Background: an optimization exercise with open tools, aiming at small area. Do not read the settings as production practice.
The RTL was checked by simulation tests, not by an equivalence proof against the original design.
The flow treats the clock pin as an ideal source. Dropping or thinning the clock tree relies on that and would not hold on a real chip.
Power figures rest on the tool's default switching activity, not on a simulated workload.

Setup of alpha:
// reactiontimer
module reactiontimer(keybutton, selection, trig, echo, cin, rst, segments, d, led);
	input cin;
	input rst;
	input [1:0] keybutton;
	input [9:0] selection;
	output [41:0] segments;
	output d;
	output [9:0] led;
	input echo;
	output trig;
	wire key0 = keybutton[0];
	wire key1 = keybutton[1];
	wire sel9 = selection[9];
	wire sel8 = selection[8];
	wire sel0 = selection[0];
	reg [13:0] ph;
	reg [1:0] m3;
	wire [14:0] phc;
	assign phc[0] = 1'b1;
	wire ph_wrap = rst | (ph[13] & ph[10] & ph[9] & ph[8] & ph[3] & ph[2] & ph[1] & ph[0]);  
	genvar gi;
	generate
		for (gi = 0; gi < 14; gi = gi + 1) begin : phbit
			assign phc[gi+1] = phc[gi] & ph[gi];
			always @(posedge cin)
				ph[gi] <= ~ph_wrap & (ph[gi] ^ phc[gi]);
		end
	endgenerate
	always @(posedge cin)
		m3 <= {~rst & m3[0], ~rst & ~m3[0] & ~m3[1]};
	wire tick = m3[1] & ~ph[0];
	wire one_us = ~ph[0];
	assign trig = ~(|ph[13:5]) & (|ph[4:0]) & ~(ph[4] & (ph[3] | (ph[2] & (ph[1] | ph[0]))));
	reg [1:0] k;
	always @(*) begin
		case ({ph[2:0], m3})
			5'b000_00: k = 2'd0;  5'b000_01: k = 2'd3;  5'b000_10: k = 2'd1;
			5'b001_00: k = 2'd2;  5'b001_01: k = 2'd0;  5'b001_10: k = 2'd3;
			5'b010_00: k = 2'd3;  5'b010_01: k = 2'd2;  5'b010_10: k = 2'd0;
			5'b011_00: k = 2'd1;  5'b011_01: k = 2'd3;  5'b011_10: k = 2'd2;
			5'b100_00: k = 2'd2;  5'b100_01: k = 2'd1;  5'b100_10: k = 2'd3;
			5'b101_00: k = 2'd0;  5'b101_01: k = 2'd2;  5'b101_10: k = 2'd1;
  ...
Size in the first run: roughly 960 cells after synthesis, roughly 69 I/O pins.
export LEC_CHECK = 0
export CAP_MARGIN = 20
export CORE_MARGIN = 2
export CORE_UTILIZATION = 40
export SLEW_MARGIN = 20
create_clock -name core_clock -period 20.0 [get_ports {cin}]
standard.sh (not shown) runs the stock make flow with config.mk's settings and CLKGATE_MAP_FILE= SYNTH_SCRIPT=/design/flow/synth_recipe.tcl, a recipe that flattens the netlist after the stock synthesis.
==> flow/flow/run.sh <==
#!/bin/bash
# Own layout flow: the standard ORFS flow with the standard synthesis
# unchanged, and these changes to the layout steps:
#  - ports are buffered with the smallest buffer (buf_1);
#  - before placement repair, sized-up gates are set back to their smallest
#    size (downsize.tcl), and repair_design sizes up where it must;
#  - the clock tree is built by clocktree.tcl (a root buffer and one leaf
#    buffer per compact group of 16 registers) in place of TritonCTS.
# Each tool's output is in the ORFS logs under orfs/logs; the make output is
# in standard.log.
set -euo pipefail
here=$(pwd)
export BUFFER_PORTS_ARGS="-buffer_cell sky130_fd_sc_hd__buf_1"
export PRE_RESIZE_TCL="$here/flow/downsize.tcl"
export PRE_CTS_TCL="$here/flow/clocktree.tcl"
bash standard.sh > standard.log 2>&1
Other scripts of this flow, unchanged in this note and not shown: flow/flow/clocktree.tcl, flow/flow/downsize.tcl
alpha closes out successfully: all stages finished, all timing, DRC and antenna checks passed.
Edits applied to the flow inputs when going from alpha to delta:
diff --git a/flow/flow/run.sh b/flow/flow/run.sh
--- a/flow/flow/run.sh
+++ b/flow/flow/run.sh
@@ -3 +3,3 @@
-# unchanged, and these changes to the layout steps:
+# unchanged, and these changes:
+#  - after the standard synthesis, its combinational logic is mapped again
+#    for least area by remap.sh (registers, their names and cell types kept);
@@ -9,2 +11,2 @@
-# Each tool's output is in the ORFS logs under orfs/logs; the make output is
-# in standard.log.
+# Each tool's output is in the ORFS logs under orfs/logs and in remap.log;
+# the make output is in standard.log.
@@ -12,0 +15,6 @@
+export TMPDIR="$here/tmp"
+mkdir -p "$TMPDIR"
+res="$here/orfs/results/$FLOW_PLATFORM/reactiontimer/base"
+bash standard.sh "$res/1_2_yosys.v" > standard_synth.log 2>&1
+cp "$res/1_2_yosys.v" "$here/standard_1_2_yosys.v"
+bash flow/remap.sh "$here/standard_1_2_yosys.v" "$res/1_2_yosys.v" "$here/remap.log"
==> flow/flow/remap.abc (new file) <==
strash
dch -f
amap
strash
dch -f
amap
topo
==> flow/flow/remap.sh (new file) <==
#!/bin/bash
# Maps the combinational logic of the standard synthesis netlist again with
# ABC for least area: the netlist's gates are read as their logic functions
# (registers and tie cells stay as they are, with their names), and ABC's
# area mapper (remap.abc) maps that logic to the platform's cells.
#   remap.sh IN.v OUT.v LOG
set -euo pipefail
in=$1; out=$2; log=$3
lib=$FLOW_HOME/platforms/sky130hd/lib/sky130_fd_sc_hd__tt_025C_1v80.lib
here=$(cd "$(dirname "$0")" && pwd)
dont_use=$(sed -n '/^export DONT_USE_CELLS/,/^$/p' $FLOW_HOME/platforms/sky130hd/config.mk \
  | grep -o 'sky130_fd_sc_hd__[a-z0-9_]*' | sed 's/^/-dont_use /' | tr '\n' ' ')
keep=$(grep -o '^ *sky130_fd_sc_hd__\(df\|edf\|sdf\|dl\|conb\)[a-z0-9_]*' "$in" | sort -u | tr '\n' ' ')
printf 'set_driving_cell sky130_fd_sc_hd__buf_1\nset_load 5\n' > "$out.constr"
yosys -l "$log" -p "
read_liberty -ignore_miss_func $lib
read_verilog $in
hierarchy -top $FLOW_TOP
blackbox $keep
flatten
opt_clean
abc -liberty $lib $dont_use -script $here/remap.abc -constr $out.constr
opt_clean -purge
stat -liberty $lib
write_verilog -noattr $out
" > /dev/null
--- outcome ---
- [diff] setup slack, delta relative to alpha: regression
- On worst-case hold slack, alpha tracks delta almost exactly.
- Against alpha as the reference, delta delivers a higher final critical-path share of the clock period.
- Lower post-synthesis net count goes to delta over alpha.
- In delta the antenna cell count turned out 1 lower than in alpha.
- [delta] total standard cell area after synthesis fell 1100 um^2 relative to alpha
- For final cell count without fillers, dividing the value from alpha by the value from delta gives 0.927.
- Compared alpha against delta; power consumption within noise.
- Per the comparison of delta with alpha, clock latency at the later pin of the worst-skew pair essentially unchanged, layout-stage area growth over the synthesis result increased 5.4 points, transition time of the tightest slew-check pin increased 0.043 ns.
In every run of this note, the design's own scripts or RTL, not TritonCTS, make the clock network.

* * *

Setup of harbor:
The RTL this note starts from:
==> flow/design.v <==
module reactiontimer(keybutton, selection, trig, echo, cin, rst, segments, d, led);
	input cin;
	input rst;
	input [1:0] keybutton;
	input [9:0] selection;
	output [41:0] segments;
	output d;
	output [9:0] led;
	input echo;
	output trig;
	wire key0 = keybutton[0];
	wire key1 = keybutton[1];
	wire sel9 = selection[9];
	wire sel8 = selection[8];
	wire sel0 = selection[0];
	reg [13:0] ph;
	reg [1:0] m3;
	wire [14:0] phc;
	assign phc[0] = 1'b1;
	wire ph_wrap = rst | (ph[13] & ph[10] & ph[9] & ph[8] & ph[3] & ph[2] & ph[1] & ph[0]);  
	genvar gi;
	generate
		for (gi = 0; gi < 14; gi = gi + 1) begin : phbit
			assign phc[gi+1] = phc[gi] & ph[gi];
			always @(posedge cin)
				ph[gi] <= ~ph_wrap & (ph[gi] ^ phc[gi]);
		end
	endgenerate
	always @(posedge cin)
		m3 <= {~rst & m3[0], ~rst & ~m3[0] & ~m3[1]};
	wire tick = m3[1] & ~ph[0];
	wire one_us = ~ph[0];
	assign trig = ~(|ph[13:5]) & (|ph[4:0]) & ~(ph[4] & (ph[3] | (ph[2] & (ph[1] | ph[0]))));
	reg [1:0] k;
	always @(*) begin
		case ({ph[2:0], m3})
			5'b000_00: k = 2'd0;  5'b000_01: k = 2'd3;  5'b000_10: k = 2'd1;
			5'b001_00: k = 2'd2;  5'b001_01: k = 2'd0;  5'b001_10: k = 2'd3;
			5'b010_00: k = 2'd3;  5'b010_01: k = 2'd2;  5'b010_10: k = 2'd0;
			5'b011_00: k = 2'd1;  5'b011_01: k = 2'd3;  5'b011_10: k = 2'd2;
			5'b100_00: k = 2'd2;  5'b100_01: k = 2'd1;  5'b100_10: k = 2'd3;
			5'b101_00: k = 2'd0;  5'b101_01: k = 2'd2;  5'b101_10: k = 2'd1;
			5'b110_00: k = 2'd1;  5'b110_01: k = 2'd0;  5'b110_10: k = 2'd2;
			5'b111_00: k = 2'd3;  5'b111_01: k = 2'd1;  5'b111_10: k = 2'd0;
			default: k = 2'd0;
		endcase
	end
	reg [9:0] usc;
	reg dist_gt;
	wire usc_sat = usc[9] & usc[8] & usc[7] & usc[5];
	wire usc_clr = rst | (one_us & ~echo);
	wire [10:0] usc_c;
	assign usc_c[0] = one_us & echo & ~usc_sat;
	generate
		for (gi = 0; gi < 10; gi = gi + 1) begin : usbit
			assign usc_c[gi+1] = usc_c[gi] & usc[gi];
			always @(posedge cin)
				usc[gi] <= ~usc_clr & (usc[gi] ^ usc_c[gi]);
		end
	endgenerate
	wire dist_ld = one_us & ~echo & (|usc);
	always @(posedge cin)
		dist_gt <= ~rst & (dist_ld ? usc_sat : dist_gt);
	reg b_gt, stop;
	always @(posedge cin) begin
		b_gt <= ~rst & (tick ? dist_gt : b_gt);
		stop <= ~rst & (tick ? (key0 & b_gt) : stop);
	end
	reg [11:0] rn;
	always @(posedge cin) begin
		if (rst)
			rn <= ~12'b010010101101;
		else
			rn <= {rn[10:0], ~(rn[5] ^ rn[6])};
	end
	reg [11:0] u1;
	reg a1;
	wire u1_end = &u1;
	wire [12:0] u1_c;
	assign u1_c[0] = tick & ~u1_end;
	generate
		for (gi = 0; gi < 12; gi = gi + 1) begin : dc1bit
			assign u1_c[gi+1] = u1_c[gi] & u1[gi];
			always @(posedge cin)
				u1[gi] <= rst | (key0 ? (u1[gi] ^ u1_c[gi]) : rn[gi]);
		end
	endgenerate
	always @(posedge cin)
		a1 <= ~rst & key0 & (tick ? u1_end : a1);
	reg decide, b, act1;
	wire decide_next = sel0 ? stop : key0;
	always @(posedge cin) begin
		decide <= ~rst & decide_next;
		b <= ~rst & ~sel9 & (b ^ (decide_next & ~decide));
		act1 <= ~rst & ~sel9 & b & a1;
	end
	reg W, y, s1, signal2, flag;
	reg s2_q;               
	reg [3:0] li;           
	wire [7:0] light2 = {8{s2_q}} & {li[3:2] == 2'd3, li[3:2] == 2'd2, li[3:2] == 2'd1, li[3:2] == 2'd0,
	                                 li[1:0] == 2'd3, li[1:0] == 2'd2, li[1:0] == 2'd1, li[1:0] == 2'd0};
	always @(posedge cin) begin
		W <= ~rst & sel9 & ~key1;
		y <= ~sel9 | flag;
		signal2 <= ~rst & sel9 & s2 & s1;
		s1 <= ~rst & ((W & ~s1) | (~y & s1));
		s2_q <= ~rst & signal2;
		flag <= (light2 == selection[7:0]) & s2_q;
		if (~s2_q)
			li <= {k, ph[1:0]};
	end
	reg [10:0] u2;
	reg s2;
	wire u2_end = &u2;
	wire [11:0] u2_c;
	assign u2_c[0] = tick & ~u2_end;
	generate
		for (gi = 0; gi < 11; gi = gi + 1) begin : dc2bit
			assign u2_c[gi+1] = u2_c[gi] & u2[gi];
			always @(posedge cin)
				u2[gi] <= W ? ((11'd547 >> gi) & 1'b1) : (u2[gi] ^ u2_c[gi]);
		end
	endgenerate
	always @(posedge cin)
		s2 <= ~W & (tick ? u2_end : s2);
	reg m_p, m_pp, m_started, r34;
	always @(posedge cin) begin
		if (rst) begin
			m_p <= 1'b0;
			m_pp <= 1'b0;
			m_started <= 1'b0;
			r34 <= 1'b0;
		end else if (tick) begin
			r34 <= m_p ^ m_pp;
			m_p <= sel9;
			m_pp <= m_started ? m_p : ~sel9;
			m_started <= 1'b1;
		end
	end
	reg R;
	always @(posedge cin)
		R <= (~b & ~key0 & ~sel9) | (~signal2 & ~key1 & sel9) | r34;
	reg [23:0] o;
	wire o_clr = rst | R;
	wire [6:0] en;
	assign en[0] = tick & (act1 | signal2);
	generate
		for (gi = 0; gi < 6; gi = gi + 1) begin : digit
			wire [3:0] q = o[4*gi+3:4*gi];
			wire e = en[gi];
			assign en[gi+1] = e & ((q[3] & q[2]));
			always @(posedge cin) begin
				o[4*gi]   <= ~o_clr & (q[0] ^ (e & (q[3] | ~q[0] | q[1])));
				o[4*gi+1] <= ~o_clr & (q[1] ^ (e & (q[0])));
				o[4*gi+2] <= ~o_clr & (q[2] ^ (e & (q[1])));
				o[4*gi+3] <= ~o_clr & (q[3] ^ (e & ((q[2] & q[1]))));
			end
		end
	endgenerate
	reg sw_q, x, b_q;
	reg [23:0] hs1, hs2;
	always @(posedge cin) begin
		sw_q <= ~rst & sel0;
		x <= ~rst & (x ^ (sel0 & ~sw_q));
		b_q <= b;
	end
	wire o_nz = |o;
	wire clr_req = sel0 & x;
	wire [23:0] hsc = b_q ? hs1 : hs2;
	wire [24:0] lt;          
	assign lt[0] = 1'b0;
	generate
		for (gi = 0; gi < 24; gi = gi + 1) begin : cmp
			assign lt[gi+1] = (~o[gi] & hsc[gi]) | (~o[gi] & lt[gi]) | (hsc[gi] & lt[gi]);
		end
	endgenerate
	wire better = o_nz & (~(|hsc) | lt[24]);
	wire fall1 = b_q & ~b;
	wire fall2 = s2_q & ~signal2;
	wire ld1 = ~rst & fall1 & better;
	wire ld2 = ~rst & fall2 & better;
	wire keep1 = ~rst & ~ld1 & ~(fall1 & clr_req);
	wire keep2 = ~rst & ~ld2 & ~(fall2 & clr_req);
	always @(posedge cin) begin
		hs1 <= ({24{ld1}} & o) | ({24{keep1}} & hs1);
		hs2 <= ({24{ld2}} & o) | ({24{keep2}} & hs2);
	end
	assign led = {{2{act1}}, {8{act1}} | light2};
	assign d = 1'b0;
	wire sh_o = ~sel8;
	wire sh_1 = sel8 & ~sel9;
	wire sh_2 = sel8 & sel9;
	wire [23:0] C = ({24{sh_o}} & o) | ({24{sh_1}} & hs1) | ({24{sh_2}} & hs2);
	generate
		for (gi = 0; gi < 6; gi = gi + 1) begin : seg
			wire [3:0] a = C[4*gi+3:4*gi];
			assign segments[7*gi+0] = (~a[3] & ~a[1] & a[0]);
			assign segments[7*gi+1] = (a[3] & ~a[1] & ~a[0]) | (~a[3] & a[2] & a[1]);
			assign segments[7*gi+2] = (~a[2] & a[1] & a[0]);
			assign segments[7*gi+3] = (~a[1] & a[0]);
			assign segments[7*gi+4] = a[2] | (~a[1] & a[0]);
			assign segments[7*gi+5] = (a[2] & ~a[0]) | (~a[2] & a[0]);
			assign segments[7*gi+6] = (~a[3] & ~a[2] & ~a[1]) | (~a[2] & ~a[1] & a[0]);
		end
	endgenerate
endmodule
clock: 20.0 ns
lec_check: 0
cap_margin: 20
core_margin: 2
core_utilization: 40
slew_margin: 20
==> flow/flow/run.sh <==
#!/bin/bash
# Own layout flow: the standard ORFS flow with the standard synthesis
# unchanged, and these changes:
#  - after the standard synthesis, its combinational logic is mapped again
#    for least area by remap.sh (registers, their names and cell types kept);
#  - ports are buffered with the smallest buffer (buf_1);
#  - before placement repair, sized-up gates are set back to their smallest
#    size (downsize.tcl), and repair_design sizes up where it must;
#  - the clock tree is built by clocktree.tcl (a root buffer and one leaf
#    buffer per compact group of 16 registers) in place of TritonCTS.
# Each tool's output is in the ORFS logs under orfs/logs and in remap.log;
# the make output is in standard.log.
set -euo pipefail
here=$(pwd)
export TMPDIR="$here/tmp"
mkdir -p "$TMPDIR"
res="$here/orfs/results/$FLOW_PLATFORM/reactiontimer/base"
bash standard.sh "$res/1_2_yosys.v" > standard_synth.log 2>&1
cp "$res/1_2_yosys.v" "$here/standard_1_2_yosys.v"
bash flow/remap.sh "$here/standard_1_2_yosys.v" "$res/1_2_yosys.v" "$here/remap.log"
export BUFFER_PORTS_ARGS="-buffer_cell sky130_fd_sc_hd__buf_1"
export POST_FLOORPLAN_TCL="$here/flow/restructure.tcl"
export PRE_RESIZE_TCL="$here/flow/downsize.tcl"
export PRE_CTS_TCL="$here/flow/clocktree.tcl"
bash standard.sh > standard.log 2>&1
==> flow/flow/remap.abc <==
strash
dch -f
amap
strash
dch -f
amap
topo
==> flow/flow/remap.sh <==
#!/bin/bash
# Maps the combinational logic of the standard synthesis netlist again with
# ABC for least area: the netlist's gates are read as their logic functions
# (registers and tie cells stay as they are, with their names), and ABC's
# area mapper (remap.abc) maps that logic to the platform's cells.
#   remap.sh IN.v OUT.v LOG
set -euo pipefail
in=$1; out=$2; log=$3
lib=$FLOW_HOME/platforms/sky130hd/lib/sky130_fd_sc_hd__tt_025C_1v80.lib
here=$(cd "$(dirname "$0")" && pwd)
dont_use=$(sed -n '/^export DONT_USE_CELLS/,/^$/p' $FLOW_HOME/platforms/sky130hd/config.mk \
  | grep -o 'sky130_fd_sc_hd__[a-z0-9_]*' | sed 's/^/-dont_use /' | tr '\n' ' ')
keep=$(grep -o '^ *sky130_fd_sc_hd__\(df\|edf\|sdf\|dl\|conb\)[a-z0-9_]*' "$in" | sort -u | tr '\n' ' ')
printf 'set_driving_cell sky130_fd_sc_hd__buf_1\nset_load 5\n' > "$out.constr"
yosys -l "$log" -p "
read_liberty -ignore_miss_func $lib
read_verilog $in
hierarchy -top $FLOW_TOP
blackbox $keep
flatten
opt_clean
abc -liberty $lib $dont_use -script $here/remap.abc -constr $out.constr
opt_clean -purge
stat -liberty $lib
write_verilog -noattr $out
" > /dev/null
==> flow/flow/restructure.tcl <==
# After floorplanning: the buffers that synthesis inserted are removed and the
# combinational logic between the registers is mapped again by ABC for least
# area (OpenROAD's restructure). Registers, ports and tie cells stay as
# synthesis made them.
set rs_lib [lindex $::env(LIB_FILES) 0]
set rs_dir [file join $::env(RESULTS_DIR) restructure]
file mkdir $rs_dir
remove_buffers
restructure -target area -liberty_file $rs_lib \
  -tielo_port sky130_fd_sc_hd__conb_1/LO -tiehi_port sky130_fd_sc_hd__conb_1/HI \
  -abc_logfile [file join $::env(LOG_DIR) restructure_abc.log] -work_dir $rs_dir
Other scripts of this flow, unchanged in this note and not shown: flow/flow/clocktree.tcl, flow/flow/downsize.tcl
Edits applied to the flow inputs when going from harbor to raven:
==> flow/flow/run.sh <==
#!/bin/bash
# Own layout flow: the standard ORFS flow with the standard synthesis
# unchanged, and these changes to the layout steps:
#  - after floorplanning, the logic between the registers is mapped again
#    for least area (restructure.tcl);
#  - ports are buffered with the smallest buffer (buf_1);
#  - before placement repair, sized-up gates are set back to their smallest
#    size (downsize.tcl), and repair_design sizes up where it must;
#  - the clock tree is built by clocktree.tcl (a root buffer and one leaf
#    buffer per compact group of 16 registers) in place of TritonCTS.
# Each tool's output is in the ORFS logs under orfs/logs; the make output is
# in standard.log.
set -euo pipefail
here=$(pwd)
export BUFFER_PORTS_ARGS="-buffer_cell sky130_fd_sc_hd__buf_1"
export POST_FLOORPLAN_TCL="$here/flow/restructure.tcl"
export PRE_RESIZE_TCL="$here/flow/downsize.tcl"
export PRE_CTS_TCL="$here/flow/clocktree.tcl"
bash standard.sh > standard.log 2>&1
removed: flow/flow/remap.abc
removed: flow/flow/remap.sh
==> run summary <==
Between raven and harbor, it is raven whose power consumption is lower, by 1.4%. Against harbor, raven comes in 0.2 points lower on fraction of power consumed by the clock network. The run showing the greater maximum vdd ir drop is raven. On global-route wire length before repair, raven tracks harbor almost exactly. raven vs harbor: final area up in raven. Area growth from synthesis to final layout in raven is 11 points below harbor. In summary, raven completed successfully, with a layout that passed the timing, DRC and antenna checks. raven — area of the die 12% higher, harbor as reference.
diff inputs: raven => cedar
- CORE_UTILIZATION: 40 -> 65
==> flow/flow/run.sh <==
#!/bin/bash
# Own layout flow: the standard ORFS flow with the standard synthesis
# unchanged, and these changes to the layout steps:
#  - ports are buffered with the smallest buffer (buf_1);
#  - before placement repair, sized-up gates are set back to their smallest
#    size (downsize.tcl), and repair_design sizes up where it must;
#  - the clock tree is built by clocktree.tcl (a root buffer and one leaf
#    buffer per compact group of 16 registers) in place of TritonCTS.
# Each tool's output is in the ORFS logs under orfs/logs; the make output is
# in standard.log.
set -euo pipefail
here=$(pwd)
export BUFFER_PORTS_ARGS="-buffer_cell sky130_fd_sc_hd__buf_1"
export PRE_RESIZE_TCL="$here/flow/downsize.tcl"
export PRE_CTS_TCL="$here/flow/clocktree.tcl"
bash standard.sh > standard.log 2>&1
removed: flow/flow/restructure.tcl
--- outcome ---
- Diff raven and cedar: transition time of the tightest slew-check pin lower in cedar
- Relative to raven, part of the power in registers has gone up in cedar.
- Critical path depth was higher in raven than in cedar.
In every run of this note, the design's own scripts or RTL, not TritonCTS, make the clock network.

[what the ideal ports hide]
The results above use ideal ports. As a check the final layouts listed here were re-extracted and re-timed, cells and wires unchanged.
Step 1 sets driving cells, clkbuf_16 on the clock port and buf_2 on the other inputs (assumed; they add their load-dependent delay and slew).
Step 2 times the ports against the registers' clock, not the clock port: input delays grow and output delays shrink by t, the midpoint of the rising clock arrivals with the driver on.
a / b / c = ideal / step 1 / step 2; a / b = the first two.
run | shift t [ns] | slack for setup (ns) | clock arrival spread, ns
alpha | 0.489 | 10.122 / 10.102 / 9.745 | 0.017 / 0.016
delta | 0.481 | 9.260 / 9.237 / 9.237 | 0.018 / 0.017
harbor | 0.473 | 9.232 / 9.207 / 9.207 | 0.014 / 0.014
raven | 0.462 | 9.227 / 9.200 / 9.200 | 0.015 / 0.015
cedar | 0.446 | 10.388 / 10.363 / 10.363 | 0.017 / 0.016
After both steps every run listed still meets setup and hold. For alpha, which loses most, drivers alone change the setup slack by -0.020 ns; drivers and shift together by -0.377 ns.
